This design comes from an exercise in tuning for small area and a short achievable clock period on the open sky130 flow, not from production work.
RTL that was checked went through simulation tests only; none was proved equivalent to the original.

// overall_neural_network_training
module overall_neural_network_training(
	input clock,
	input reset,
	input inp_1,
	input inp_2,
	input inp_3,
	input inp_4,
	input inp_5,
	input inp_6,
	output outp_1,
	output outp_2,
	output outp_3
);
	wire [5:0] x = {inp_6, inp_5, inp_4, inp_3, inp_2, inp_1};
	wire [5:0] h;     
	wire [5:0] h_nx;  
	wire [2:0] o;     
	wire [2:0] o_nx;  
	reg  [2:0] fin;   
	reg  [5:0] xr;    
	reg  r1;          
	reg  [5:0] xc;
	reg  [5:0] hc;
	reg  [2:0] oc;
	always @(posedge clock or posedge reset)
		if (reset) begin
			xr <= 6'd0;
			r1 <= 1'b1;
			xc <= 6'h3F;
			hc <= 6'h3F;
			oc <= 3'h7;
		end else begin
			xr <= x;
			r1 <= 1'b0;
			xc <= x;
			hc <= h_nx;
			oc <= o_nx;
		end
	localparam [36*12-1:0] INIT_H = {
		12'h005, 12'hFEA, 12'h025, 12'hFF4, 12'h01C, 12'hFE1,    
		12'h013, 12'hFF1, 12'h003, 12'hFED, 12'h015, 12'hFFB,    
		12'h01D, 12'hFF1, 12'h021, 12'h01F, 12'hFE7, 12'h013,    
		12'h008, 12'hFF3, 12'h010, 12'hFEB, 12'h015, 12'hFEA,    
		12'h00C, 12'hFE5, 12'hFDB, 12'h012, 12'hFF1, 12'h020,    
		12'h019, 12'hFF6, 12'h017, 12'hFDC, 12'h00E, 12'hFE9};   
	localparam [18*12-1:0] INIT_O = {
		12'h005, 12'hFF6, 12'h023, 12'hFE3, 12'h019, 12'hFE2,    
		12'h010, 12'hFFD, 12'hFE2, 12'h006, 12'h022, 12'hFE4,    
		12'h002, 12'hFED, 12'h014, 12'h01B, 12'hFE2, 12'hFF5};   
	wire [36*12-1:0] whn;    
	wire [18*12-1:0] won;
	genvar i, j;
	generate
		for (i = 0; i < 6; i = i + 1) begin : hid
			for (j = 0; j < 6; j = j + 1) begin : syn
				synapse #(.INIT(INIT_H[(6*i+j)*12 +: 12])) s (
					.clock(clock), .reset(reset),
					.pre_w(xr[j]), .post_w(h[i]), .pre_c(xc[j]), .post_c(hc[i]),
					.w_nx(whn[(6*i+j)*12 +: 12]));
			end
			neuron_h n (
  ...
clock: 10.0 ns
lec_check: 0
cap_margin: 20
core_margin: 2
core_utilization: 55
cts_buf_list: sky130_fd_sc_hd__clkbuf_4 sky130_fd_sc_hd__clkbuf_8
cts_cluster_size: 30
slew_margin: 20
standard.sh (not shown) runs the stock make flow with config.mk's settings and CLKGATE_MAP_FILE= SYNTH_SCRIPT=/design/flow/synth_recipe.tcl, a recipe that flattens the netlist after the stock synthesis.
==> flow/flow/run.sh <==
#!/bin/bash
set -euo pipefail
SETUP_SLACK_MARGIN=6 bash standard.sh > standard.log 2>&1
The starting point passed the timing, DRC and antenna checks.
==> next run, changes <==
Settings changed: CORE_UTILIZATION 55 to 65, CTS_BUF_LIST sky130_fd_sc_hd__clkbuf_4 sky130_fd_sc_hd__clkbuf_8 to sky130_fd_sc_hd__clkbuf_16, CTS_CLUSTER_DIAMETER set to 60.
=> Area after synthesis stays the same. Clock skew drops by 3.7 ps. Cell area drops by 3.1%. Count of clock-buffer cells in the layout drops by 532. Sequential share of layout area climbs by 1.2 points.

== the previous run ==
Another version of the RTL of overall_neural_network_training (not shown whole).
For scale: ~13000 cells after synthesis, about 2500 flip-flops, ~11 I/O pins, about 0.13 mm2 of cells after synthesis.
## overall_neural_network_training
module overall_neural_network_training(
	input clock,
	input reset,
	input inp_1,
	input inp_2,
	input inp_3,
	input inp_4,
	input inp_5,
	input inp_6,
	output outp_1,
	output outp_2,
	output outp_3
);
Settings: LEC_CHECK=0, CAP_MARGIN=20, CORE_MARGIN=2, CORE_UTILIZATION=55, SLEW_MARGIN=20; clock period 10.0 ns.
==> flow/flow/run.sh <==
#!/bin/bash
set -euo pipefail
SETUP_SLACK_MARGIN=7 bash standard.sh > standard.log 2>&1
The previous run completed end to end with timing, DRC and antenna clean.
Relative to the previous run, the following input files were edited for the current run:
==> flow/run.sh (new file) <==
#!/bin/bash
# synth_recipe.tcl (not shown) runs the flow's synth.tcl, then flattens the netlist and writes it again
# the make line also repeats each setting of config.mk as NAME=value (left out here)
make -C /OpenROAD-flow-scripts/flow DESIGN_CONFIG=/design/flow/config.mk WORK_HOME=/design/flow/orfs CLKGATE_MAP_FILE= SYNTH_SCRIPT=/design/flow/synth_recipe.tcl finish
--- a/flow/config.mk
+++ b/flow/config.mk
@@ -8,4 +8,5 @@
 export CAP_MARGIN = 20
 export CORE_MARGIN = 2
-export CORE_UTILIZATION = 55
+export CORE_UTILIZATION = 40
+export SETUP_SLACK_MARGIN = 5
 export SLEW_MARGIN = 20
removed: flow/flow/run.sh
removed: flow/standard.sh
[summary]
- The current run reports its slowest cell on the critical path as nor4_2 while the previous run reports fa_1.
- The current run vs. the previous run: placed cell area shows an increase of 0.0013 mm2; share of the cycle needed by the critical path after routing shows an increase of 5.7 points.
- Routed wirelength normalized by instance count ends up higher on the previous run.

The RTL this note starts from:
==> flow/design.v <==
module overall_neural_network_training(
	input clock,
	input reset,
	input inp_1,
	input inp_2,
	input inp_3,
	input inp_4,
	input inp_5,
	input inp_6,
	output outp_1,
	output outp_2,
	output outp_3
);
	wire [5:0] x = {inp_6, inp_5, inp_4, inp_3, inp_2, inp_1};
	wire [5:0] h;     
	wire [5:0] h_nx;  
	wire [2:0] o;     
	wire [2:0] o_nx;  
	reg  [2:0] fin;   
	reg  [5:0] xr;    
	reg  r1;          
	always @(posedge clock or posedge reset)
		if (reset) begin
			xr <= 6'd0;
			r1 <= 1'b1;
		end else begin
			xr <= x;
			r1 <= 1'b0;
		end
	wire [5:0] xc = xr | {6{r1}};
	wire [5:0] hc = h | {6{r1}};
	wire [2:0] oc = o | {3{r1}};
	localparam [36*12-1:0] INIT_H = {
		12'h005, 12'hFEA, 12'h025, 12'hFF4, 12'h01C, 12'hFE1,    
		12'h013, 12'hFF1, 12'h003, 12'hFED, 12'h015, 12'hFFB,    
		12'h01D, 12'hFF1, 12'h021, 12'h01F, 12'hFE7, 12'h013,    
		12'h008, 12'hFF3, 12'h010, 12'hFEB, 12'h015, 12'hFEA,    
		12'h00C, 12'hFE5, 12'hFDB, 12'h012, 12'hFF1, 12'h020,    
		12'h019, 12'hFF6, 12'h017, 12'hFDC, 12'h00E, 12'hFE9};   
	localparam [18*12-1:0] INIT_O = {
		12'h005, 12'hFF6, 12'h023, 12'hFE3, 12'h019, 12'hFE2,    
		12'h010, 12'hFFD, 12'hFE2, 12'h006, 12'h022, 12'hFE4,    
		12'h002, 12'hFED, 12'h014, 12'h01B, 12'hFE2, 12'hFF5};   
	wire [36*12-1:0] whn;    
	wire [18*12-1:0] won;
	genvar i, j;
	generate
		for (i = 0; i < 6; i = i + 1) begin : hid
			for (j = 0; j < 6; j = j + 1) begin : syn
				synapse #(.INIT(INIT_H[(6*i+j)*12 +: 12])) s (
					.clock(clock), .reset(reset),
					.pre_w(xr[j]), .post_w(h[i]), .pre_c(xc[j]), .post_c(hc[i]),
					.w_nx(whn[(6*i+j)*12 +: 12]));
			end
			neuron_h n (
				.clock(clock), .reset(reset), .r1(r1),
				.in_nx(x), .w_nx(whn[72*i +: 72]), .spike(h[i]), .spike_nx(h_nx[i]));
		end
		for (i = 0; i < 3; i = i + 1) begin : out
			for (j = 0; j < 6; j = j + 1) begin : syn
				synapse #(.INIT(INIT_O[(6*i+j)*12 +: 12])) s (
					.clock(clock), .reset(reset),
					.pre_w(h[j]), .post_w(o[i]), .pre_c(hc[j]), .post_c(oc[i]),
					.w_nx(won[(6*i+j)*12 +: 12]));
			end
			neuron_o n (
				.clock(clock), .reset(reset), .r1(r1),
				.in_nx(h_nx), .w_nx(won[72*i +: 72]), .spike(o[i]), .spike_nx(o_nx[i]));
		end
	endgenerate
	always @(posedge clock)
		fin <= o_nx[0] ? 3'b100 : o_nx[1] ? 3'b010 : o_nx[2] ? 3'b001 : 3'b000;
	assign {outp_1, outp_2, outp_3} = fin;
endmodule
module csa_row #(parameter W = 16) (
	input [W-1:0] a,
	input [W-1:0] b,
	input [W-1:0] c,
	output [W-1:0] s,
	output [W-1:0] cy
);
	assign s = a ^ b ^ c;
	assign cy = ((a & b) | (a & c) | (b & c)) << 1;
endmodule
module lif_update(
	input [15:0] a,
	input [15:0] b,
	input hold,           
	output [11:0] v_nx,
	output fire
);
	wire [15:0] ts, tc, hs, hc, ls, lc;
	csa_row rt (.a(a), .b(b), .c(16'hFFFD), .s(ts), .cy(tc));    
	csa_row rh (.a(a), .b(b), .c(16'hF189), .s(hs), .cy(hc));    
	csa_row rl (.a(a), .b(b), .c(16'hFFF3), .s(ls), .cy(lc));    
	wire [11:0] t = ts[11:0] + tc[11:0];
	wire [15:0] th = hs + hc;
	wire [15:0] tl = ls + lc;
	wire f = ~th[15];      
	wire low = tl[15];     
	assign fire = f & ~hold;
	assign v_nx = (f | low | hold) ? 12'd10 : t;
endmodule
module neuron_h(
	input clock,
	input reset,
	input r1,
	input [5:0] in_nx,
	input [71:0] w_nx,
	output reg spike,
	output spike_nx
);
	wire [15:0] g0 = {4'd0, w_nx[11:0]  & {12{in_nx[0]}}};
	wire [15:0] g1 = {4'd0, w_nx[23:12] & {12{in_nx[1]}}};
	wire [15:0] g2 = {4'd0, w_nx[35:24] & {12{in_nx[2]}}};
	wire [15:0] g3 = {4'd0, w_nx[47:36] & {12{in_nx[3]}}};
	wire [15:0] g4 = {4'd0, w_nx[59:48] & {12{in_nx[4]}}};
	wire [15:0] g5 = {4'd0, w_nx[71:60] & {12{in_nx[5]}}};
	wire [15:0] sa, ca, sb, cb, s2, c2;
	csa_row r1a (.a(g0), .b(g1), .c(g2), .s(sa), .cy(ca));
	csa_row r1b (.a(g3), .b(g4), .c(g5), .s(sb), .cy(cb));
	csa_row r2  (.a(sa), .b(ca), .c(sb), .s(s2), .cy(c2));
	reg [12:0] p1;    
	reg [12:0] p2;    
	reg [11:0] p3;    
	always @(posedge clock) begin
		p1 <= s2[12:0];
		p2 <= c2[13:1];
		p3 <= cb[12:1];
	end
	reg [11:0] v;
	wire [15:0] sx, cx, a, b;
	csa_row u1 (.a({3'd0, p1}), .b({2'd0, p2, 1'b0}), .c({3'd0, p3, 1'b0}), .s(sx), .cy(cx));
	csa_row u2 (.a(sx), .b(cx), .c({4'd0, v}), .s(a), .cy(b));
	wire [11:0] v_nx;
	lif_update up (.a(a), .b(b), .hold(r1), .v_nx(v_nx), .fire(spike_nx));
	always @(posedge clock or posedge reset)
		if (reset) begin
			v <= 12'd10;
			spike <= 1'b0;
		end else begin
			v <= v_nx;
			spike <= spike_nx;
		end
endmodule
module neuron_o(
	input clock,
	input reset,
	input r1,
	input [5:0] in_nx,
	input [71:0] w_nx,
	output reg spike,
	output spike_nx
);
	wire [15:0] g0 = {4'd0, w_nx[11:0]  & {12{in_nx[0]}}};
	wire [15:0] g1 = {4'd0, w_nx[23:12] & {12{in_nx[1]}}};
	wire [15:0] g2 = {4'd0, w_nx[35:24] & {12{in_nx[2]}}};
	wire [15:0] g3 = {4'd0, w_nx[47:36] & {12{in_nx[3]}}};
	wire [15:0] g4 = {4'd0, w_nx[59:48] & {12{in_nx[4]}}};
	wire [15:0] g5 = {4'd0, w_nx[71:60] & {12{in_nx[5]}}};
	wire [15:0] sa, ca, sb, cb;
	csa_row r1a (.a(g0), .b(g1), .c(g2), .s(sa), .cy(ca));
	csa_row r1b (.a(g3), .b(g4), .c(g5), .s(sb), .cy(cb));
	reg [11:0] q1;    
	reg [11:0] q2;    
	reg [11:0] q3;    
	reg [11:0] q4;    
	always @(posedge clock) begin
		q1 <= sa[11:0];
		q2 <= ca[12:1];
		q3 <= sb[11:0];
		q4 <= cb[12:1];
	end
	reg [11:0] v;
	wire [15:0] sx, cx, sy, cy, a, b;
	csa_row u1 (.a({4'd0, q1}), .b({3'd0, q2, 1'b0}), .c({4'd0, q3}), .s(sx), .cy(cx));
	csa_row u2 (.a(sx), .b(cx), .c({3'd0, q4, 1'b0}), .s(sy), .cy(cy));
	csa_row u3 (.a(sy), .b(cy), .c({4'd0, v}), .s(a), .cy(b));
	wire [11:0] v_nx;
	lif_update up (.a(a), .b(b), .hold(r1), .v_nx(v_nx), .fire(spike_nx));
	always @(posedge clock or posedge reset)
		if (reset) begin
			v <= 12'd10;
			spike <= 1'b0;
		end else begin
			v <= v_nx;
			spike <= spike_nx;
		end
endmodule
module synapse #(parameter [11:0] INIT = 12'd0) (
	input clock,
	input reset,
	input pre_w,      
	input post_w,
	input pre_c,      
	input post_c,
	output [11:0] w_nx    
);
	reg [11:0] w;
	reg [11:0] cp;    
	reg [11:0] cm;    
	reg f;            
	wire zp = ~|cp[10:0];
	wire zm1 = ~|cm[10:1];
	wire zm = zm1 & ~cm[0];
	wire fp = cp[11] ^ cp[7] ^ cp[1] ^ cp[0] ^ zp;
	wire fm = cm[11] ^ cm[7] ^ cm[1] ^ cm[0] ^ zm;
	wire hold_p = pre_c & ~(post_c & f);
	wire step_p = ~pre_c & ~f;
	wire one_p = ~pre_c & f;
	wire hold_m = post_c & ~(pre_c & f);
	wire step_m = ~post_c & ~f;
	wire one_m = ~post_c & f;
	wire [11:0] cp_nx = ({12{hold_p}} & cp) | ({12{step_p}} & {cp[10:0], fp}) | {11'd0, one_p};
	wire [11:0] cm_nx = ({12{hold_m}} & cm) | ({12{step_m}} & {cm[10:0], fm}) | {11'd0, one_m};
	wire up1 = ~pre_w & post_w & (f | zp);
	wire up3 = pre_w & post_w;
	wire dn2 = pre_w & ~post_w & (f | zm);
	wire dn4 = pre_w & ~post_w & ~f & zm1 & cm[0] & ~cm[11];
	wire [2:0] d = {dn2 | dn4, up3 | dn2, up1 | up3};
	wire [3:0] lo = {1'b0, w[2:0]} + {1'b0, d};
	wire inc = (up1 | up3) & lo[3];
	wire dec = (dn2 | dn4) & ~lo[3];
	reg [11:0] wn;
	reg all1, all0;
	integer k;
	always @(*) begin
		wn[2:0] = lo[2:0];
		all1 = inc;
		all0 = dec;
		for (k = 3; k < 12; k = k + 1) begin
			wn[k] = w[k] ^ (all1 | all0);
			all1 = all1 & w[k];
			all0 = all0 & ~w[k];
		end
	end
	assign w_nx = wn;
	always @(posedge clock or posedge reset)
		if (reset) begin
			f <= 1'b1;
			w <= INIT;
		end else begin
			f <= pre_c & post_c;
			w <= wn;
		end
	always @(posedge clock) begin
		cp <= cp_nx;
		cm <= cm_nx;
	end
endmodule
export LEC_CHECK = 0
export ABC_AREA = 1
export CAP_MARGIN = 20
export CORE_MARGIN = 2
export CORE_UTILIZATION = 40
export SETUP_SLACK_MARGIN = 5
export SLEW_MARGIN = 20
create_clock -name core_clock -period 10.0 [get_ports {clock}]
run.sh (not shown) runs the stock make flow with config.mk's settings and CLKGATE_MAP_FILE= SYNTH_SCRIPT=/design/flow/synth_recipe.tcl, a recipe that flattens the netlist after the stock synthesis.
Stock flow here: none of the scripts above is used.
The starting point completed without violations.
Next try:
- ABC_AREA: 1 -> unset
The new run completed without violations.
Final area goes up by 2.4%.
Sequential cell count stays the same.
Cell count goes down by 7.4%.
Setup slack is worse by 29 ps.
Utilization goes down by 0.32 points.
Via count hardly moves.
Worst hold slack is worse by 3.8 ps.
No run of this note included a check of the RTL's function; only the layout flow was run.

## try-sierra
RTL: one of the versions met above, not the one the previous note started from.
For scale: roughly 17,000 cells after synthesis, about 140,000 µm² of cells after synthesis.
Settings: LEC_CHECK=0, ABC_AREA=1, CAP_MARGIN=20, CORE_MARGIN=2, CORE_UTILIZATION=65, CTS_BUF_LIST=sky130_fd_sc_hd__clkbuf_8, CTS_CLUSTER_SIZE=20, SLEW_MARGIN=20; clock period 10.0 ns.
standard.sh (not shown) runs the stock make flow with config.mk's settings and CLKGATE_MAP_FILE= SYNTH_SCRIPT=/design/flow/synth_recipe.tcl, a recipe that flattens the netlist after the stock synthesis.
==> flow/flow/run.sh <==
#!/bin/bash
set -euo pipefail
SETUP_SLACK_MARGIN=6 bash standard.sh > standard.log 2>&1
try-sierra ran to completion and came out clean on the timing, DRC and antenna checks.
--- input diff try-sierra..try-lagoon ---
- ABC_AREA no longer set, was 1
- CORE_UTILIZATION now 55, was 65
### Flow results
Commonest non-fill, non-tap cell in the layout = dfxtp_1: try-lagoon; commonest non-fill, non-tap cell in the layout = inv_1: try-sierra
There was hardly any difference in sequential share of layout area between try-sierra and try-lagoon.
try-lagoon went all the way through the flow, and no timing, DRC or antenna check failed.
Maximum frequency on try-lagoon is behind try-sierra.
Delta (try-lagoon minus try-sierra): area share of buffers outside the clock network did not really move; layout multi-input combinational cell count shows a reduction of 885.
Clock-cell share of area, try-sierra and try-lagoon, lower one = try-sierra.
Relative to try-sierra, aggregate global-route resource usage has gone down in try-lagoon.
#### Input delta (try-fjord over try-lagoon)
- CTS_CLUSTER_SIZE no longer set, was 20
- SETUP_SLACK_MARGIN now 5, previously not set
- CTS_BUF_LIST no longer set, was sky130_fd_sc_hd__clkbuf_8
==> flow/run.sh (new file) <==
#!/bin/bash
# synth_recipe.tcl (not shown) runs the flow's synth.tcl, then flattens the netlist and writes it again
# the make line also repeats each setting of config.mk as NAME=value (left out here)
make -C /OpenROAD-flow-scripts/flow DESIGN_CONFIG=/design/flow/config.mk WORK_HOME=/design/flow/orfs CLKGATE_MAP_FILE= SYNTH_SCRIPT=/design/flow/synth_recipe.tcl finish
removed: flow/flow/run.sh
removed: flow/standard.sh
==> run summary <==
Looking at endpoint of the most critical setup path, the out[2].n.u[1]$_DFF_PP1_ result is from try-fjord; the out[2].n.q1[11]$_DFF_P_ one comes from try-lagoon. Diff try-lagoon -> try-fjord: met2 routed wirelength down 8.0%. Cell area: try-lagoon and try-fjord compared, higher one is try-lagoon.
Inputs modified between try-fjord and try-quartz:
- changing CORE_UTILIZATION from 55 to 65
- setting CTS_BUF_LIST to sky130_fd_sc_hd__clkbuf_16 for the first time
- setting CTS_CLUSTER_DIAMETER to 70 for the first time
- setting CTS_CLUSTER_SIZE to 24 for the first time
- removing SETUP_SLACK_MARGIN (formerly 5)
==> flow/flow/run.sh (new file) <==
#!/bin/bash
set -euo pipefail
SETUP_SLACK_MARGIN=6 bash standard.sh > standard.log 2>&1
==> flow/standard.sh (new file) <==
#!/bin/bash
# synth_recipe.tcl (not shown) runs the flow's synth.tcl, then flattens the netlist and writes it again
# the make line also repeats each setting of config.mk as NAME=value (left out here)
make -C /OpenROAD-flow-scripts/flow DESIGN_CONFIG=/design/flow/config.mk WORK_HOME=/design/flow/orfs CLKGATE_MAP_FILE= SYNTH_SCRIPT=/design/flow/synth_recipe.tcl "${@:-finish}"
removed: flow/run.sh
Notes after the runs:
Going from try-fjord to try-quartz, count of cell types in the netlist did not really move; filler cell count in the final layout lost 5,035. try-quartz against try-fjord: largest fanout on the critical path now sits lower, routed wire length +1.4%, via count of the first global-routing pass rose by 0.85%. try-quartz ended with more global router's overall resource usage than try-fjord. Delta (try-quartz minus try-fjord): count of inserted tapcells now sits lower; final area fell by about 1.6%. try-quartz finished end to end and its layout was clean on timing, DRC and antenna. try-fjord finished all stages; the layout is clean.

[re-timing with driven ports]
No port has a modelled driver above. Below, the same layouts with a new extraction and two added sets of constraints. Step 1 (the two cells are an assumption about what drives the block):
set clk [get_ports {clock}]
set_driving_cell -lib_cell sky130_fd_sc_hd__clkbuf_16 $clk
set_driving_cell -lib_cell sky130_fd_sc_hd__buf_2 [delete_from_list [all_inputs] $clk]
Step 2, shift: input delay + t, output delay - t, t = (earliest + latest rising clock arrival at the registers) / 2. This alone moves slack from input paths to output paths. Slacks: ideal / step 1 / step 2; pairs: ideal / step 1.
| run | t (ns) | slack for setup (ns) | worst setup path after step 2 | cell pins on the clock port's net |
|---|---|---|---|---|
| the first run of note 1 | 1.151 | 5.891 / 5.891 / 5.414 | input to register | 1 |
| the second run of note 1 | 0.933 | 5.943 / 5.943 / 5.512 | input to register | 1 |
| the previous run | 1.000 | 5.841 / 5.841 / 5.585 | input to register | 1 |
| the current run | 0.970 | 5.267 / 5.267 / 5.267 | register to register | 1 |
| the first run of note 3 | 0.956 | 5.263 / 5.263 / 4.935 | input to register | 1 |
| the second run of note 3 | 0.942 | 5.233 / 5.233 / 5.233 | register to register | 1 |
| try-sierra | 1.155 | 5.989 / 5.989 / 5.197 | input to register | 1 |
| try-lagoon | 1.157 | 5.920 / 5.920 / 5.411 | input to register | 1 |
| try-fjord | 0.991 | 5.416 / 5.416 / 5.416 | register to register | 1 |
| try-quartz | 0.911 | 5.897 / 5.897 / 5.585 | input to register | 1 |
After both steps every run listed still meets setup and hold. The setup slack of try-sierra, which loses most, moves by 0.000 ns with the drivers and by -0.792 ns with both steps.
